Source: an optimization exercise on an open RTL-to-GDS flow (aim: small area, a short achievable clock period and few clock cycles). Production flows keep margins and buffers that such runs may drop.
The RTL was checked by simulation tests, not by an equivalence proof against the original design.

`config.mk`:
```
export PLATFORM = sky130hd
export DESIGN_NAME = Milestone_1
export DESIGN_NICKNAME = Milestone_1
export VERILOG_FILES = /design/flow/design.v
export SDC_FILE = /design/flow/constraint.sdc
export NUM_CORES = 4
export LEC_CHECK = 0
export CAP_MARGIN = 20
export CORE_MARGIN = 2
export CORE_UTILIZATION = 40
export PLACE_DENSITY = 0.6
export SLEW_MARGIN = 20
```
`run.sh`:
```
#!/bin/bash
# synth_recipe.tcl (not shown) runs the flow's synth.tcl, then flattens the netlist and writes it again
# the make line also repeats each setting of config.mk as NAME=value (left out here)
make -C /OpenROAD-flow-scripts/flow DESIGN_CONFIG=/design/flow/config.mk WORK_HOME=/design/flow/orfs CLKGATE_MAP_FILE= SYNTH_SCRIPT=/design/flow/synth_recipe.tcl finish
```
`design.v`:
```
`timescale 1ns/100ps
`default_nettype none
module Milestone_1 (
		input logic Clock_50,
		input logic Resetn,
		input logic M1_Start,
		input logic [15:0] SRAM_read_data,
		output logic M1_Finish,
		output logic [15:0] M1_write_data,
		output logic [17:0] M1_address,
		output logic M1_we_n
);
localparam logic [17:0] U_BASE   = 18'd38400;
localparam logic [17:0] V_BASE   = 18'd57600;
localparam logic [17:0] RGB_BASE = 18'd146944;
logic        running;
logic [1:0]  fin_cnt;      
logic        fin_wait;
logic [2:0]  ph;           
logic [7:0]  kk;           
logic [15:0] ypt;          
logic [14:0] uvp;          
logic [17:0] wpt;          
logic ph0, ph1, ph2, ph3, ph4;
assign ph0 = (ph == 3'd0);
assign ph1 = (ph == 3'd1);
assign ph2 = (ph == 3'd2);
assign ph3 = (ph == 3'd3);
assign ph4 = (ph == 3'd4);
logic lead0, lead1, pair;    
assign lead0 = (kk == 8'd0);
assign lead1 = (kk == 8'd1);
assign pair  = ~lead0 & ~lead1;
logic last_slot;             
assign last_slot = (kk == 8'd161);
logic uv_rd_slot;
assign uv_rd_slot = (kk <= 8'd155);
logic y_rd_slot;
assign y_rd_slot = (kk <= 8'd159);
logic clamp;
assign clamp = (kk >= 8'd158);
logic is_write;
assign is_write = running & pair & (ph0 | ph1 | ph2);
logic rd_u, rd_v;    
always_comb begin
	rd_u = 1'b0;
	rd_v = 1'b0;
	if (lead0) begin
		rd_u = ph0 | ph2;
		rd_v = ph1 | ph3;
	end else if (lead1) begin
		rd_v = ph0;
		rd_u = ph3;
	end else if (ph3 & uv_rd_slot) begin
		rd_v = ~kk[0];
		rd_u = kk[0];
	end
end
logic uv_inc;
assign uv_inc = running & (lead0 ? rd_v : rd_u);
logic [17:0] uv_addr;
assign uv_addr = (rd_v ? V_BASE : U_BASE) + {3'd0, uvp};
logic row_end, frame_end;
assign row_end   = last_slot & ph2;
assign frame_end = row_end & (ypt == 16'd38400);
always_ff @(posedge Clock_50 or negedge Resetn) begin
	if (!Resetn) begin
		running   <= 1'b0;
		fin_wait  <= 1'b0;
		fin_cnt   <= 2'd0;
		M1_Finish <= 1'b0;
		M1_we_n   <= 1'b1;
		ph        <= 3'd0;
		kk        <= 8'd0;
		ypt       <= 16'd0;
		uvp       <= 15'd0;
		wpt       <= RGB_BASE;
	end else begin
		M1_we_n <= ~is_write;
		if (running) begin
			if (frame_end) begin
				running  <= 1'b0;
				fin_wait <= 1'b1;
			end
			if (row_end) begin
				ph <= 3'd0;
				kk <= 8'd0;
			end else if (ph4) begin
				ph <= 3'd0;
				kk <= kk + 8'd1;
			end else begin
				ph <= ph + 3'd1;
			end
			if (ph4 & y_rd_slot) ypt <= ypt + 16'd1;
			if (uv_inc) uvp <= uvp + 15'd1;
			if (is_write) wpt <= wpt + 18'd1;
		end else if (fin_wait) begin
			fin_cnt <= fin_cnt + 2'd1;
			if (fin_cnt == 2'd1) begin
				M1_Finish <= 1'b1;
				fin_wait  <= 1'b0;
			end
		end else if (M1_Start & ~M1_Finish) begin
			running <= 1'b1;
		end
	end
end
always_ff @(posedge Clock_50) begin
	if (is_write)
		M1_address <= wpt;
	else if (rd_u | rd_v)
		M1_address <= uv_addr;
	else
		M1_address <= {2'd0, ypt};
end
logic [7:0]  wu0, wu1, wu2, wu3, wu4, wu5;    
logic [7:0]  wv0, wv1, wv2, wv3, wv4, wv5;    
logic [15:0] pend;                             
logic [15:0] y_reg;
logic [8:0]  su, sv;                           
logic        nu, nv;                           
logic [7:0]  b0_reg;
wire [7:0] dh = SRAM_read_data[15:8];
wire [7:0] dl = SRAM_read_data[7:0];
logic [7:0] u_in, v_in;
always_comb begin
	if (clamp) begin
		u_in = wu5;
		v_in = wv5;
	end else if (~kk[0]) begin    
		u_in = dh;
		v_in = pend[15:8];
	end else begin
		u_in = pend[15:8];
		v_in = pend[7:0];
	end
end
always_ff @(posedge Clock_50) begin
	if (ph2) y_reg <= SRAM_read_data;
	if (lead0 & ph3) begin
		wu0 <= dh; wu1 <= dh; wu2 <= dh; wu3 <= dl;
	end else if (lead1 & ph0) begin
		wu4 <= dh; wu5 <= dl;
	end else if (pair & ph1) begin
		wu0 <= wu1; wu1 <= wu2; wu2 <= wu3; wu3 <= wu4; wu4 <= wu5; wu5 <= u_in;
	end
	if (lead0 & ph4) begin
		wv0 <= dh; wv1 <= dh; wv2 <= dh; wv3 <= dl;
	end else if (lead1 & ph1) begin
		wv4 <= dh; wv5 <= dl;
	end else if (pair & ph1) begin
		wv0 <= wv1; wv1 <= wv2; wv2 <= wv3; wv3 <= wv4; wv4 <= wv5; wv5 <= v_in;
	end
	if (lead1 & ph3)
		pend <= SRAM_read_data;
	else if (pair & ph1)
		pend <= kk[0] ? SRAM_read_data : {dl, pend[7:0]};
end
logic [7:0] f0, f1, f2, f3, f4, f5;
assign f0 = ph4 ? wv0 : wu0;
assign f1 = ph4 ? wv1 : wu1;
assign f2 = ph4 ? wv2 : wu2;
assign f3 = ph4 ? wv3 : wu3;
assign f4 = ph4 ? wv4 : wu4;
assign f5 = ph4 ? wv5 : wu5;
logic signed [18:0] ftot;
assign ftot = 19'sd128
            + 19'sd21  * $signed({11'd0, f0} + {11'd0, f5})
            - 19'sd52  * $signed({11'd0, f1} + {11'd0, f4})
            + 19'sd159 * $signed({11'd0, f2} + {11'd0, f3});
always_ff @(posedge Clock_50) begin
	if (ph3) begin
		su <= ftot[16:8];
		nu <= ftot[18];
	end
	if (ph4) begin
		sv <= ftot[16:8];
		nv <= ftot[18];
	end
end
logic        odd;
logic [7:0]  py;
logic [8:0]  pu, pv;
logic        pnu, pnv;
assign odd = ~ph0;
assign py  = odd ? y_reg[7:0] : y_reg[15:8];
assign pu  = odd ? su : {1'b0, wu2};
assign pv  = odd ? sv : {1'b0, wv2};
assign pnu = odd & nu;
assign pnv = odd & nv;
logic signed [27:0] r_sum, g_sum, b_sum;
assign r_sum = $signed({20'd0, py}) * 28'sd76284 + $signed({19'd0, pv}) * 28'sd104595 - 28'sd14608704;
assign g_sum = $signed({20'd0, py}) * 28'sd76284 - $signed({19'd0, pu}) * 28'sd25624
             - $signed({19'd0, pv}) * 28'sd53281 + 28'sd8879296;
assign b_sum = $signed({20'd0, py}) * 28'sd76284 + $signed({19'd0, pu}) * 28'sd132251 - 28'sd18148672;
function automatic [7:0] clip(input logic signed [27:0] s, input logic neg);
	if (neg | s[27])
		clip = 8'd0;
	else if (|s[26:24])
		clip = 8'd255;
	else
		clip = s[23:16];
endfunction
logic [7:0] r_px, g_px, b_px;
assign r_px = clip(r_sum, pnv);
assign g_px = clip(g_sum, pnu | pnv);
assign b_px = clip(b_sum, pnu);
always_ff @(posedge Clock_50) begin
	b0_reg <= b_px;
	if (ph0)
		M1_write_data <= {r_px, g_px};
	else if (ph1)
		M1_write_data <= {b0_reg, r_px};
	else
		M1_write_data <= {g_px, b_px};
end
endmodule
```
`constraint.sdc`:
```
create_clock -name core_clock -period 12.0 [get_ports {Clock_50}]
set_input_delay 2.4000 -clock core_clock [delete_from_list [all_inputs] [get_ports {Clock_50}]]
set_output_delay 2.4000 -clock core_clock [all_outputs]
set_load 0.01 [all_outputs]
```
==> notes.md <==
outcome no timing/DRC/antenna violations; grt ovf 0; Post-synth EDFFs 148; most frequent cell after synthesis ha_1; # Max-Cap Violations 0; Synth Area in Simple Gates 11.8%; worst hold stages 1; type of the worst setup path flip-flop to flip-flop; syn avg cell area 9.33 sq um; endpoint class of the critical path flip-flop; mux cell area share after synthesis 2.56%; largest fanout on the critical path 18; Yosys reg bits 256; Synth Area in XOR/XNOR 6.28%; Synth Area in Adders 37.1%; gr usage total 18.6%; WP data required 12.42 ns; r2r endpoint M1_write_data[3]$_DFF_P_; total CTS buffers 30; compound-gate portion of the synthesized area 10.1%; DRT antenna net count 0; CTS sink count 256; vias in the first global route 20100; Reg area 0.00695 sq mm; top flop regs M1_address: 18 flops, wpt: 18 flops; Clk Latency, worst-skew pair 0.60 ns; beginning of the worst register-to-register path ph[0]$_DFFE_PN0P_; clock-pin slew on the worst setup and hold paths 0.07 ns; top cell type's share of synthesized area 24.6%; CP most frequent cell ha_1; Setup crit start kind flip-flop; fmax 97.8 MHz; Layout Cells excl Fill 4054; RSZ-0062 raised after global routing no; via count 20100; vias per cell 4.96; Yosys Warn Count 1; synth top area cells ha_1 25%, edfxtp_1 16%, fa_1 12%; Setup violations, final 0; sequential fraction of the synthesis area 24.5%; Initial DRC Count 982; pin count of the biggest net entering global routing 67; Pre-antenna DRT Iters 5; Post-Syn Instances 3035; Placement Setup Slack 1.84 ns; DRC 0; Fill cells 6883; Detailed Place HPWL 55600 um; Worst Hold Path EP fin_cnt[0]$_DFFE_PN0P_; Mapped Area 0.0283 sq mm; Worst Tran Pin Value 1.06 ns; multi-input logic area 0.0192 sq mm; Final period util 85.2%; die area 0.0730 sq mm; largest family of logic cells by synthesized area adder cells; Critical Path AT 10.64 ns; setup TNS 0 ns; Vert. Die Dim 270 um; # IOs 55; initial antenna violation count 0; Final #Nets 3844; Final Max Tran Viols 0; I/O Buffers 54; skew final 0.0504 ns; Root Buffer clkbuf_16; placed cells 3999; initial core utilization 40.5%; CP peak stage delay 0.64 ns; Worst slew margin 29.3%; Final Critical Period 10.22 ns; die width 270 um; Hold Path Class flip-flop to flip-flop; Rows 97; first-pass GRT wire length 108000 um; Mapped Nets 3788; setup repair bufs after CTS 0; htree depth 1; CTS tree yes; Most used DFF post-synth edfxtp_1; Routed WL 67300 um; Post-CTS Hold Buffers 0; share of cells above drive strength 1 4.17%; Core Box Area 0.0700 sq mm; P&R area growth vs syn 9.26%; Synth area leader ha_1; worst reg-to-reg setup slack 1.78 ns; cells on worst reg2reg path 36; routability cong. 0.858; final hold vios 0; WL/cell 16.6 um; clk buf depth 3; Worst Slack Setup Final 1.78 ns; HP Start fin_cnt[0]$_DFFE_PN0P_; Ant. Diodes 0; WHS 0.477 ns; slowest cell on the critical path nor2b_4; CTS resizes 0; commonest cells in the netlist 558 x ha_1, 523 x inv_1, 421 x nand2_1; post-synthesis cell type count 80; Async S/R FF share, synth 25.8%
## per-layer routing
layer	vias up	routed length [um]	GRT usage, %
li1	10200	-	-
met5	-	0	0
met2	301	31600	31.6
met3	82	2570	2.40
met1	9508	31100	24.9
met4	0	1930	4.82
## worst max-delay path: cells and delay by family, from the launching register on
family / cells / cell delay [ns]
mux: 1 / 0.47
compound gates: 12 / 3.00
fa+ha+maj: 10 / 3.57
xor+xnor: 2 / 0.63
flops: 1 / 0.40
buf+inv: 6 / 0.52
simple gates: 5 / 1.42
## cell usage in the layout (no fill, tap or decap), types with 11 or more instances in the layout
cell type	count
nand2_1	420
and3_1	12
mux2i_1	43
nand3_1	38
ha_1	558
nor2_1	127
o22ai_1	11
o21a_1	18
nand4_1	24
and2_1	15
dfrtp_1	59
o21ai_0	76
clkbuf_16	31
a21o_1	60
nor2b_1	33
nand2b_1	19
fa_1	176
clkdlybuf4s50_1	53
dfxtp_1	42
nor3_1	27
o21bai_1	38
clkbuf_1	12
edfxtp_1	148
a211oi_1	14
inv_1	522
mux2_2	25
a21oi_1	139
xnor2_1	141
buf_4	20
xor2_1	62
## per-stage QoR
stage | instance area, sq um | util [%]
floorplan | 28300 | -
global placement | 30000 | 42.8
detailed placement | 30000 | 42.8
CTS | 31000 | 44.2
global route | 31000 | 44.2
finish | 31000 | 44.2
## final cells by class
cell class / count / area share, %
multi-input cells: 2203 / 62.1
clock inverters: 5 / 0.190
well taps: 940 / 3.80
clock buffers: 50 / 2.90
inverters: 526 / 6.38
repair buffers: 74 / 2.22
flip-flops and latches: 256 / 22.4
## how the worst max path moves through the flow
stage | slack, ns | start | to
6_report | 1.78 | ph[0]$_DFFE_PN0P_ | M1_write_data[3]$_DFF_P_
5_1_grt | 0.90 | ph[0]$_DFFE_PN0P_ | M1_write_data[15]$_DFF_P_
3_5_place_dp | 1.84 | ph[0]$_DFFE_PN0P_ | M1_write_data[3]$_DFF_P_
3_3_place_gp | 1.92 | ph[0]$_DFFE_PN0P_ | M1_write_data[3]$_DFF_P_
4_1_cts | 1.75 | ph[0]$_DFFE_PN0P_ | M1_write_data[3]$_DFF_P_
2_1_floorplan | 2.80 | ph[0]$_DFFE_PN0P_ | M1_write_data[3]$_DFF_P_
## cell families after synthesis
group	after synthesis
and+or+nand+nor	757
buffers and inverters	576
xor gates and xnor gates	203
DFF	256
muxes	69
adders and majority gates	734
AOI/OAI and AO/OA	440
Testbench counts, summed over its fixed seeds: cycles 775,692.

==> what the ideal ports hide <==
The results above use ideal ports. As a check the final layout listed here was re-extracted and re-timed, cells and wires unchanged.
Step 1 (the two cells are an assumption about what drives the block):
set clk [get_ports {Clock_50}]
set_driving_cell -lib_cell sky130_fd_sc_hd__clkbuf_16 $clk
set_driving_cell -lib_cell sky130_fd_sc_hd__buf_2 [delete_from_list [all_inputs] $clk]
Step 2 adds t to the input delays and takes it off the output delays; t is the mean of the earliest and latest rising clock arrival at the registers after step 1. Input paths then give back, and output paths get back, about the clock's delay inside the block.
Slacks: ideal ports / drivers / drivers and shift; pairs: ideal ports / drivers.
shift t [ns]: 0.639
setup WS [ns]: 1.778 / 1.778 / 1.778
hold slack, ns: 0.477 / 0.477 / 0.477
slew at the worst register clock pin (ns): 0.07 / 0.07
pins driven straight from the clock port: 1
After both steps this run still meets setup and hold. For this run, drivers alone change the setup slack by 0.000 ns; drivers and shift together by 0.000 ns.
